Context: an optimization exercise on an open-source flow, tuned for small area. The choices shown serve that exercise and are no tape-out recipe.
Only simulation tests tie the RTL to the original design; equivalence was not proved.
Power and IR drop assume default switching activity.

// IlluminatiTop
module IlluminatiTop(clk, rst, UserIDIn, PwdIn, Game_Load, PlayerTensIn, PlayerUnitsIn, Player_Load_in, RNG_Load_in, Level_Select,
 HEX0, HEX1, HEX2, HEX3, HEX4, HEX5, HEX6, HEX7, RUsrLED, GUsrLED, RPwdLED, GPwdLED, SuccLev2LEDR,
 SuccLev2LEDG, SuccLev3LEDR, SuccLev3LEDG, Level3_Count);
	input clk, rst;
	input[3:0] UserIDIn, PwdIn, PlayerTensIn, PlayerUnitsIn;
	input[1:0] Level_Select;
	input Game_Load, Player_Load_in, RNG_Load_in;
	output[6:0] HEX0, HEX1, HEX2, HEX3, HEX4, HEX5, HEX6, HEX7;
	output RUsrLED, GUsrLED, RPwdLED, GPwdLED, SuccLev2LEDR, SuccLev2LEDG, SuccLev3LEDR,
	SuccLev3LEDG, Level3_Count;
	reg gb_p, gb_w, pb_p, pb_w;
	wire Game_Control = gb_p;
	wire Player_Load = pb_p;
	always @(posedge clk) begin
	  if (rst == 0) begin
	    gb_p <= 0; gb_w <= 0; pb_p <= 0; pb_w <= 0;
	  end else begin
	    gb_p <= ~gb_p & ~gb_w & ~Game_Load;
	    gb_w <= gb_p | (gb_w & ~Game_Load);
	    pb_p <= ~pb_p & ~pb_w & ~Player_Load_in;
	    pb_w <= pb_p | (pb_w & ~Player_Load_in);
	  end
	end
	reg GUsr, GPwd;
	reg [2:0] ac_ph;       
	reg [2:0] uk;          
	reg [3:0] user_disp, pwd_disp;
	wire LogOut;
	reg [2:0] uk_first;
	always @(*) begin
	  case (UserIDIn)
	    4'd8: uk_first = 3'd0;
	    4'd9: uk_first = 3'd1;
	    4'd7: uk_first = 3'd2;
	    4'd5: uk_first = 3'd3;
	    4'd6: uk_first = 3'd4;
	    4'd0: uk_first = 3'd5;
	    default: uk_first = 3'd7;
	  endcase
	end
	reg [3:0] id_digit;
	always @(*) begin
	  case ({uk, ac_ph[1:0]})
	    {3'd0, 2'd1}: id_digit = 4'd0;
	    {3'd0, 2'd2}: id_digit = 4'd4;
  ...
Size: ~12000 um^2 of cells after synthesis.
export LEC_CHECK = 0
export ABC_AREA = 1
export CAP_MARGIN = 0
export CORE_MARGIN = 2
export CORE_UTILIZATION = 65
export GPL_TIMING_DRIVEN = 0
export SLEW_MARGIN = 0
create_clock -name core_clock -period 8.0 [get_ports {clk}]
standard.sh (not shown) runs the stock make flow with config.mk's settings and CLKGATE_MAP_FILE= SYNTH_SCRIPT=/design/flow/synth_recipe.tcl, a recipe that flattens the netlist after the stock synthesis.
==> flow/flow/run.sh <==
#!/bin/bash
# Own layout flow: the standard synthesis, then the combinational logic between
# the registers is mapped again by ABC for area (registers, their names and
# cell types are kept as the standard synthesis made them; a few ABC runs with
# different seeds, the smallest result is kept), then the standard ORFS layout
# with small port buffers and a lean clock tree.
set -euo pipefail
WORK=$(pwd)
FLOWDIR=$WORK/flow
RES=$WORK/orfs/results/$FLOW_PLATFORM/IlluminatiTop/base
LIB=$FLOW_HOME/platforms/$FLOW_PLATFORM/lib/sky130_fd_sc_hd__tt_025C_1v80.lib
YOSYS=$FLOW_HOME/../tools/install/yosys/bin/yosys
[ -x "$YOSYS" ] || YOSYS=yosys

# 1. standard synthesis
bash standard.sh synth > $WORK/flow_synth.log 2>&1

# 2. remap the combinational logic
cp $RES/1_2_yosys.v $WORK/std_synth.v
DU=$(sed -n '/^export DONT_USE_CELLS/,/^$/p' $FLOW_HOME/platforms/$FLOW_PLATFORM/config.mk | grep -oE 'sky130_fd_sc_hd__[A-Za-z0-9_]+' | sed 's/^/-dont_use /' | tr '\n' ' ')
FFS=$(grep -oE 'sky130_fd_sc_hd__(e?s?df|dl)[A-Za-z0-9_]+' $WORK/std_synth.v | sort -u | tr '\n' ' ')
BB=""
[ -n "$FFS" ] && BB="blackbox $FFS"
for v in 0 3 5 nf; do
cat > $WORK/remap_$v.ys <<EOT
read_liberty -ignore_miss_func $LIB
$BB
read_verilog $WORK/std_synth.v
hierarchy -top $FLOW_TOP
flatten
opt -purge
abc -liberty $LIB $DU -script $FLOWDIR/remap$v.abc
opt_clean -purge
hilomap -singleton -hicell sky130_fd_sc_hd__conb_1 HI -locell sky130_fd_sc_hd__conb_1 LO
insbuf -buf sky130_fd_sc_hd__buf_4 A X
splitnets
opt_clean -purge
stat -liberty $LIB
write_verilog -noattr -nohex -nodec $WORK/remap_$v.v
EOT
( $YOSYS -l $WORK/flow_remap_$v.log -s $WORK/remap_$v.ys > /dev/null 2>&1 || true ) &
done
wait
best=""; besta=""
for v in 0 3 5 nf; do
  a=$(grep -oE "Chip area for module '[^']*': [0-9.]+" $WORK/flow_remap_$v.log 2>/dev/null | grep -oE '[0-9.]+$' || true)
  [ -n "$a" ] && [ -s $WORK/remap_$v.v ] || continue
  echo "remap $v: $a" >> $WORK/flow_remap_choice.log
  if [ -z "$best" ] || awk "BEGIN{exit !($a < $besta)}"; then best=$v; besta=$a; fi
done
echo "chosen: $best ($besta)" >> $WORK/flow_remap_choice.log
if [ -n "$best" ]; then
  cp $WORK/remap_$best.v $RES/1_2_yosys.v
  rm -f $RES/1_synth.odb $RES/1_synth.sdc
fi

# 3. layout
bash standard.sh \
  "BUFFER_PORTS_ARGS=-buffer_cell sky130_fd_sc_hd__buf_1" \
  "CTS_ARGS=-sink_clustering_enable -repair_clock_nets -sink_clustering_size 16 -sink_clustering_max_diameter 60 -buf_list sky130_fd_sc_hd__clkbuf_8 -dont_use_dummy_load" \
  finish > $WORK/flow_layout.log 2>&1
==> flow/flow/remap0.abc <==
strash; &get -n; &deepsyn -T 90 -S 0; &put; strash; dch -f; amap
==> flow/flow/remap3.abc <==
strash; &get -n; &deepsyn -T 90 -S 3; &put; strash; dch -f; amap
==> flow/flow/remap5.abc <==
strash; &get -n; &deepsyn -T 90 -S 5; &put; strash; dch -f; amap
==> flow/flow/remapnf.abc <==
strash; &get -n; &deepsyn -T 90; &put; strash; &get -n; &dch -f; &nf -R 1000; &put
The baseline went through all stages and came out clean.
Then changed:
==> flow/flow/remap0.abc (replaced) <==
strash; &get -n; &deepsyn -T 60 -S 0; &put; strash; dch -f; amap
==> flow/flow/remap3.abc (replaced) <==
strash; &get -n; &deepsyn -T 60 -S 3; &put; strash; dch -f; amap
==> flow/flow/remap5.abc (replaced) <==
strash; &get -n; &deepsyn -T 60 -S 5; &put; strash; dch -f; amap
==> flow/flow/remapnf.abc (replaced) <==
strash; &get -n; &deepsyn -T 60; &put; strash; &get -n; &dch -f; &nf -R 1000; &put
- CAP_MARGIN: 0 -> 20
- SLEW_MARGIN: 0 -> 20
=> Sequential power hardly moves. Critical path depth stays the same. Final area goes up by about 0.4%. Combinational power is about the same. Non-clock buffer count goes up by 2. Wire length barely changes. Sequential share of layout area goes down by 0.17 points. Worst setup slack gets better by 3.3 ps. Cell count barely changes. Power is about the same.
Then changed:
--- a/flow/flow/run.sh
+++ b/flow/flow/run.sh
@@ -4 +4 @@
-# cell types are kept as the standard synthesis made them; a few ABC runs with
+# cell types are kept as the standard synthesis made them; eight ABC runs with
@@ -24 +24,2 @@
-for v in 0 3 5 nf; do
+run_remap() {
+v=$1
@@ -41,3 +42,5 @@
-( $YOSYS -l $WORK/flow_remap_$v.log -s $WORK/remap_$v.ys > /dev/null 2>&1 || true ) &
-done
-wait
+$YOSYS -l $WORK/flow_remap_$v.log -s $WORK/remap_$v.ys > /dev/null 2>&1 || true
+}
+VARIANTS="0 3 4 5 8 9 2 7"
+for v in 0 3 4 5; do run_remap $v & done; wait
+for v in 8 9 2 7; do run_remap $v & done; wait
@@ -45 +48 @@
-for v in 0 3 5 nf; do
+for v in $VARIANTS; do
==> flow/flow/remap0.abc (replaced) <==
strash; &get -n; &deepsyn -T 60 -S 0; &put; strash; dch -f; amap -F 4 -A 8
==> flow/flow/remap2.abc (new file) <==
strash; &get -n; &deepsyn -T 60 -S 2; &put; strash; dch -f; amap -F 4 -A 8
==> flow/flow/remap3.abc (replaced) <==
strash; &get -n; &deepsyn -T 60 -S 3; &put; strash; dch -f; amap -F 4 -A 8
==> flow/flow/remap4.abc (new file) <==
strash; &get -n; &deepsyn -T 60 -S 4; &put; strash; dch -f; amap -F 4 -A 8
==> flow/flow/remap5.abc (replaced) <==
strash; &get -n; &deepsyn -T 60 -S 5; &put; strash; dch -f; amap -F 4 -A 8
==> flow/flow/remap7.abc (new file) <==
strash; &get -n; &deepsyn -T 60 -S 7; &put; strash; dch -f; amap -F 4 -A 8
==> flow/flow/remap8.abc (new file) <==
strash; &get -n; &deepsyn -T 60 -S 8; &put; strash; dch -f; amap -F 4 -A 8
==> flow/flow/remap9.abc (new file) <==
strash; &get -n; &deepsyn -T 60 -S 9; &put; strash; dch -f; amap -F 4 -A 8
- CAP_MARGIN: 20 -> 0
- SLEW_MARGIN: 20 -> 0
removed: flow/flow/remapnf.abc
=> With this change the flow finished but failed the layout checks on max-capacitance violations, max-slew violations; cell area drops by 1.6%; utilization increases by 0.83 points; non-clock buffer count goes down by 2; synthesized cell count falls by 3.8%.
Then changed:
--- a/flow/flow/run.sh
+++ b/flow/flow/run.sh
@@ -4 +4 @@
-# cell types are kept as the standard synthesis made them; eight ABC runs with
+# cell types are kept as the standard synthesis made them; a few ABC runs with
@@ -24,2 +24 @@
-run_remap() {
-v=$1
+for v in 0 3 5 nf; do
@@ -42,5 +41,3 @@
-$YOSYS -l $WORK/flow_remap_$v.log -s $WORK/remap_$v.ys > /dev/null 2>&1 || true
-}
-VARIANTS="0 3 4 5 8 9 2 7"
-for v in 0 3 4 5; do run_remap $v & done; wait
-for v in 8 9 2 7; do run_remap $v & done; wait
+( $YOSYS -l $WORK/flow_remap_$v.log -s $WORK/remap_$v.ys > /dev/null 2>&1 || true ) &
+done
+wait
@@ -48 +45 @@
-for v in $VARIANTS; do
+for v in 0 3 5 nf; do
==> flow/flow/remap0.abc (replaced) <==
strash; &get -n; &deepsyn -T 90 -S 0; &put; strash; dch -f; amap
==> flow/flow/remap3.abc (replaced) <==
strash; &get -n; &deepsyn -T 90 -S 3; &put; strash; dch -f; amap
==> flow/flow/remap5.abc (replaced) <==
strash; &get -n; &deepsyn -T 90 -S 5; &put; strash; dch -f; amap
==> flow/flow/remapnf.abc (new file) <==
strash; &get -n; &deepsyn -T 90; &put; strash; &get -n; &dch -f; &nf -R 1000; &put
- CAP_MARGIN: 0 -> 20
- CORE_UTILIZATION: 65 -> 75
- SLEW_MARGIN: 0 -> 20
removed: flow/flow/remap2.abc
removed: flow/flow/remap4.abc
removed: flow/flow/remap7.abc
removed: flow/flow/remap8.abc
removed: flow/flow/remap9.abc
Now the flow finished with timing, DRC and antenna clean.
Non-clock buffer count goes up by 6.
Final area grows by 1.4%.
Power goes up by 1.7%.
Maximum frequency is higher by 2.2%.
Flip-flop and latch count does not change.
Global-route usage grows by 8.1 points.
Hold slack degrades by 21 ps.
Then changed:
==> flow/flow/remap0.abc (replaced) <==
strash; &get -n; &deepsyn -T 60 -S 0; &put; strash; dch -f; amap
==> flow/flow/remap3.abc (replaced) <==
strash; &get -n; &deepsyn -T 60 -S 3; &put; strash; dch -f; amap
==> flow/flow/remap5.abc (replaced) <==
strash; &get -n; &deepsyn -T 60 -S 5; &put; strash; dch -f; amap
==> flow/flow/remapnf.abc (replaced) <==
strash; &get -n; &deepsyn -T 60; &put; strash; &get -n; &dch -f; &nf -R 1000; &put
- CORE_UTILIZATION: 75 -> 65
- GPL_TIMING_DRIVEN: 0 -> not set
Outcome: Fmax grows by 15%; setup slack improved by 960 ps; total power shrinks by 1.2%; non-clock buffer count grows by 11; global-route usage shrinks by 9.3 points; via count shrinks by 5.9%.
Then changed:
--- a/flow/flow/run.sh
+++ b/flow/flow/run.sh
@@ -4 +4 @@
-# cell types are kept as the standard synthesis made them; a few ABC runs with
+# cell types are kept as the standard synthesis made them; eight ABC runs with
@@ -24 +24,2 @@
-for v in 0 3 5 nf; do
+run_remap() {
+v=$1
@@ -41,3 +42,5 @@
-( $YOSYS -l $WORK/flow_remap_$v.log -s $WORK/remap_$v.ys > /dev/null 2>&1 || true ) &
-done
-wait
+$YOSYS -l $WORK/flow_remap_$v.log -s $WORK/remap_$v.ys > /dev/null 2>&1 || true
+}
+VARIANTS="0 3 4 5 8 9 2 7"
+for v in 0 3 4 5; do run_remap $v & done; wait
+for v in 8 9 2 7; do run_remap $v & done; wait
@@ -45 +48 @@
-for v in 0 3 5 nf; do
+for v in $VARIANTS; do
==> flow/flow/remap2.abc (new file) <==
strash; &get -n; &deepsyn -T 60 -S 2; &put; strash; dch -f; amap
==> flow/flow/remap4.abc (new file) <==
strash; &get -n; &deepsyn -T 60 -S 4; &put; strash; dch -f; amap
==> flow/flow/remap7.abc (new file) <==
strash; &get -n; &deepsyn -T 60 -S 7; &put; strash; dch -f; amap
==> flow/flow/remap8.abc (new file) <==
strash; &get -n; &deepsyn -T 60 -S 8; &put; strash; dch -f; amap
==> flow/flow/remap9.abc (new file) <==
strash; &get -n; &deepsyn -T 60 -S 9; &put; strash; dch -f; amap
- CAP_MARGIN: 20 -> 0
- GPL_TIMING_DRIVEN: not set -> 0
- SLEW_MARGIN: 20 -> 0
removed: flow/flow/remapnf.abc
The new run produced a clean layout.
Die area came out lower slightly.
Synthesized cell count came out lower slightly.
Clock power came out lower slightly.
Fmax came out lower by roughly a tenth.
Cell area came out lower slightly.
Routed wire length came out lower by a few percent.
Core utilization came out higher by 0.34 points.
First-iteration DRC count came out higher by a little under a tenth.
Global-route usage came out higher by 0.19 points.
Non-clock buffer count came out lower by 17.

* * *

Another version of the RTL of IlluminatiTop (not shown whole).
For scale: roughly 1,400 cells after synthesis, about 88 I/O pins.
clock: 8.0 ns
lec_check: 0
abc_area: 1
cap_margin: 20
core_margin: 2
core_utilization: 65
gpl_timing_driven: 0
slew_margin: 20
==> flow/flow/run.sh <==
#!/bin/bash
# Own layout flow: the standard synthesis, then the combinational logic between
# the registers is mapped again by ABC for area (registers, their names and
# cell types are kept as the standard synthesis made them; eight ABC runs with
# different seeds, the smallest result is kept), then the standard ORFS layout
# with small port buffers and a lean clock tree.
set -euo pipefail
WORK=$(pwd)
FLOWDIR=$WORK/flow
RES=$WORK/orfs/results/$FLOW_PLATFORM/IlluminatiTop/base
LIB=$FLOW_HOME/platforms/$FLOW_PLATFORM/lib/sky130_fd_sc_hd__tt_025C_1v80.lib
YOSYS=$FLOW_HOME/../tools/install/yosys/bin/yosys
[ -x "$YOSYS" ] || YOSYS=yosys

# 1. standard synthesis
bash standard.sh synth > $WORK/flow_synth.log 2>&1

# 2. remap the combinational logic
cp $RES/1_2_yosys.v $WORK/std_synth.v
DU=$(sed -n '/^export DONT_USE_CELLS/,/^$/p' $FLOW_HOME/platforms/$FLOW_PLATFORM/config.mk | grep -oE 'sky130_fd_sc_hd__[A-Za-z0-9_]+' | sed 's/^/-dont_use /' | tr '\n' ' ')
FFS=$(grep -oE 'sky130_fd_sc_hd__(e?s?df|dl)[A-Za-z0-9_]+' $WORK/std_synth.v | sort -u | tr '\n' ' ')
BB=""
[ -n "$FFS" ] && BB="blackbox $FFS"
run_remap() {
v=$1
cat > $WORK/remap_$v.ys <<EOT
read_liberty -ignore_miss_func $LIB
$BB
read_verilog $WORK/std_synth.v
hierarchy -top $FLOW_TOP
flatten
opt -purge
abc -liberty $LIB $DU -script $FLOWDIR/remap$v.abc
opt_clean -purge
hilomap -singleton -hicell sky130_fd_sc_hd__conb_1 HI -locell sky130_fd_sc_hd__conb_1 LO
insbuf -buf sky130_fd_sc_hd__buf_4 A X
splitnets
opt_clean -purge
stat -liberty $LIB
write_verilog -noattr -nohex -nodec $WORK/remap_$v.v
EOT
$YOSYS -l $WORK/flow_remap_$v.log -s $WORK/remap_$v.ys > /dev/null 2>&1 || true
}
VARIANTS="0 3 4 5 8 9 2 7"
for v in 0 3 4 5; do run_remap $v & done; wait
for v in 8 9 2 7; do run_remap $v & done; wait
best=""; besta=""
for v in $VARIANTS; do
  a=$(grep -oE "Chip area for module '[^']*': [0-9.]+" $WORK/flow_remap_$v.log 2>/dev/null | grep -oE '[0-9.]+$' || true)
  [ -n "$a" ] && [ -s $WORK/remap_$v.v ] || continue
  echo "remap $v: $a" >> $WORK/flow_remap_choice.log
  if [ -z "$best" ] || awk "BEGIN{exit !($a < $besta)}"; then best=$v; besta=$a; fi
done
echo "chosen: $best ($besta)" >> $WORK/flow_remap_choice.log
if [ -n "$best" ]; then
  cp $WORK/remap_$best.v $RES/1_2_yosys.v
  rm -f $RES/1_synth.odb $RES/1_synth.sdc
fi

# 3. layout
bash standard.sh \
  "BUFFER_PORTS_ARGS=-buffer_cell sky130_fd_sc_hd__buf_1" \
  "CTS_ARGS=-sink_clustering_enable -repair_clock_nets -sink_clustering_size 16 -sink_clustering_max_diameter 60 -buf_list sky130_fd_sc_hd__clkbuf_8 -dont_use_dummy_load" \
  finish > $WORK/flow_layout.log 2>&1
Other scripts of this flow, unchanged in this note and not shown: flow/flow/remap0.abc, flow/flow/remap2.abc, flow/flow/remap3.abc, flow/flow/remap4.abc, flow/flow/remap5.abc, flow/flow/remap7.abc, flow/flow/remap8.abc, flow/flow/remap9.abc
Rerun with:
- CAP_MARGIN: 20 -> 10
- SLEW_MARGIN: 20 -> 10
After rerunning: The changed run completed without violations; cell count is about the same; total power went down by 0.59%; wire length goes down by 1.2%; synthesized cell count does not change; core utilization shrinks by 0.33 points; via count decreases by 0.41%; synthesized area stays the same; final area decreases by 0.45%.

-- re-timing with driven ports --
No port has a modelled driver above. Below, the same layouts with a new extraction and two added sets of constraints. Step 1: set_driving_cell puts a clkbuf_16 on clk and a buf_2 on each other input, an assumption about the parent block. Step 2 adds t to the input delays and takes it off the output delays; t is the mean of the earliest and latest rising clock arrival at the registers after step 1. Input paths then give back, and output paths get back, about the clock's delay inside the block. a / b / c = ideal ports / drivers / drivers and shift; a / b = the first two.
run | t (ns) | slack for setup (ns) | worst setup path at the end | clock arrival spread, ns | pins driven straight from the clock port
the first run of note 1 | 0.565 | 0.639 / 0.593 / 1.158 | register to output | 0.031 / 0.031 | 1
the second run of note 1 | 0.556 | 0.642 / 0.598 / 1.154 | register to output | 0.029 / 0.030 | 1
the third run of note 1 | 0.551 | 0.675 / 0.633 / 1.185 | register to output | 0.063 / 0.063 | 1
the fourth run of note 1 | 0.570 | 0.830 / 0.789 / 0.854 | register to register | 0.065 / 0.065 | 1
the fifth run of note 1 | 0.542 | 1.787 / 1.748 / 2.291 | register to output | 0.061 / 0.061 | 1
the sixth run of note 1 | 0.546 | 0.816 / 0.775 / 1.321 | register to output | 0.052 / 0.052 | 1
the first run of note 2 | 0.549 | 0.812 / 0.774 / 1.323 | register to output | 0.087 / 0.087 | 1
the second run of note 2 | 0.546 | 0.846 / 0.802 / 1.348 | register to output | 0.096 / 0.096 | 1
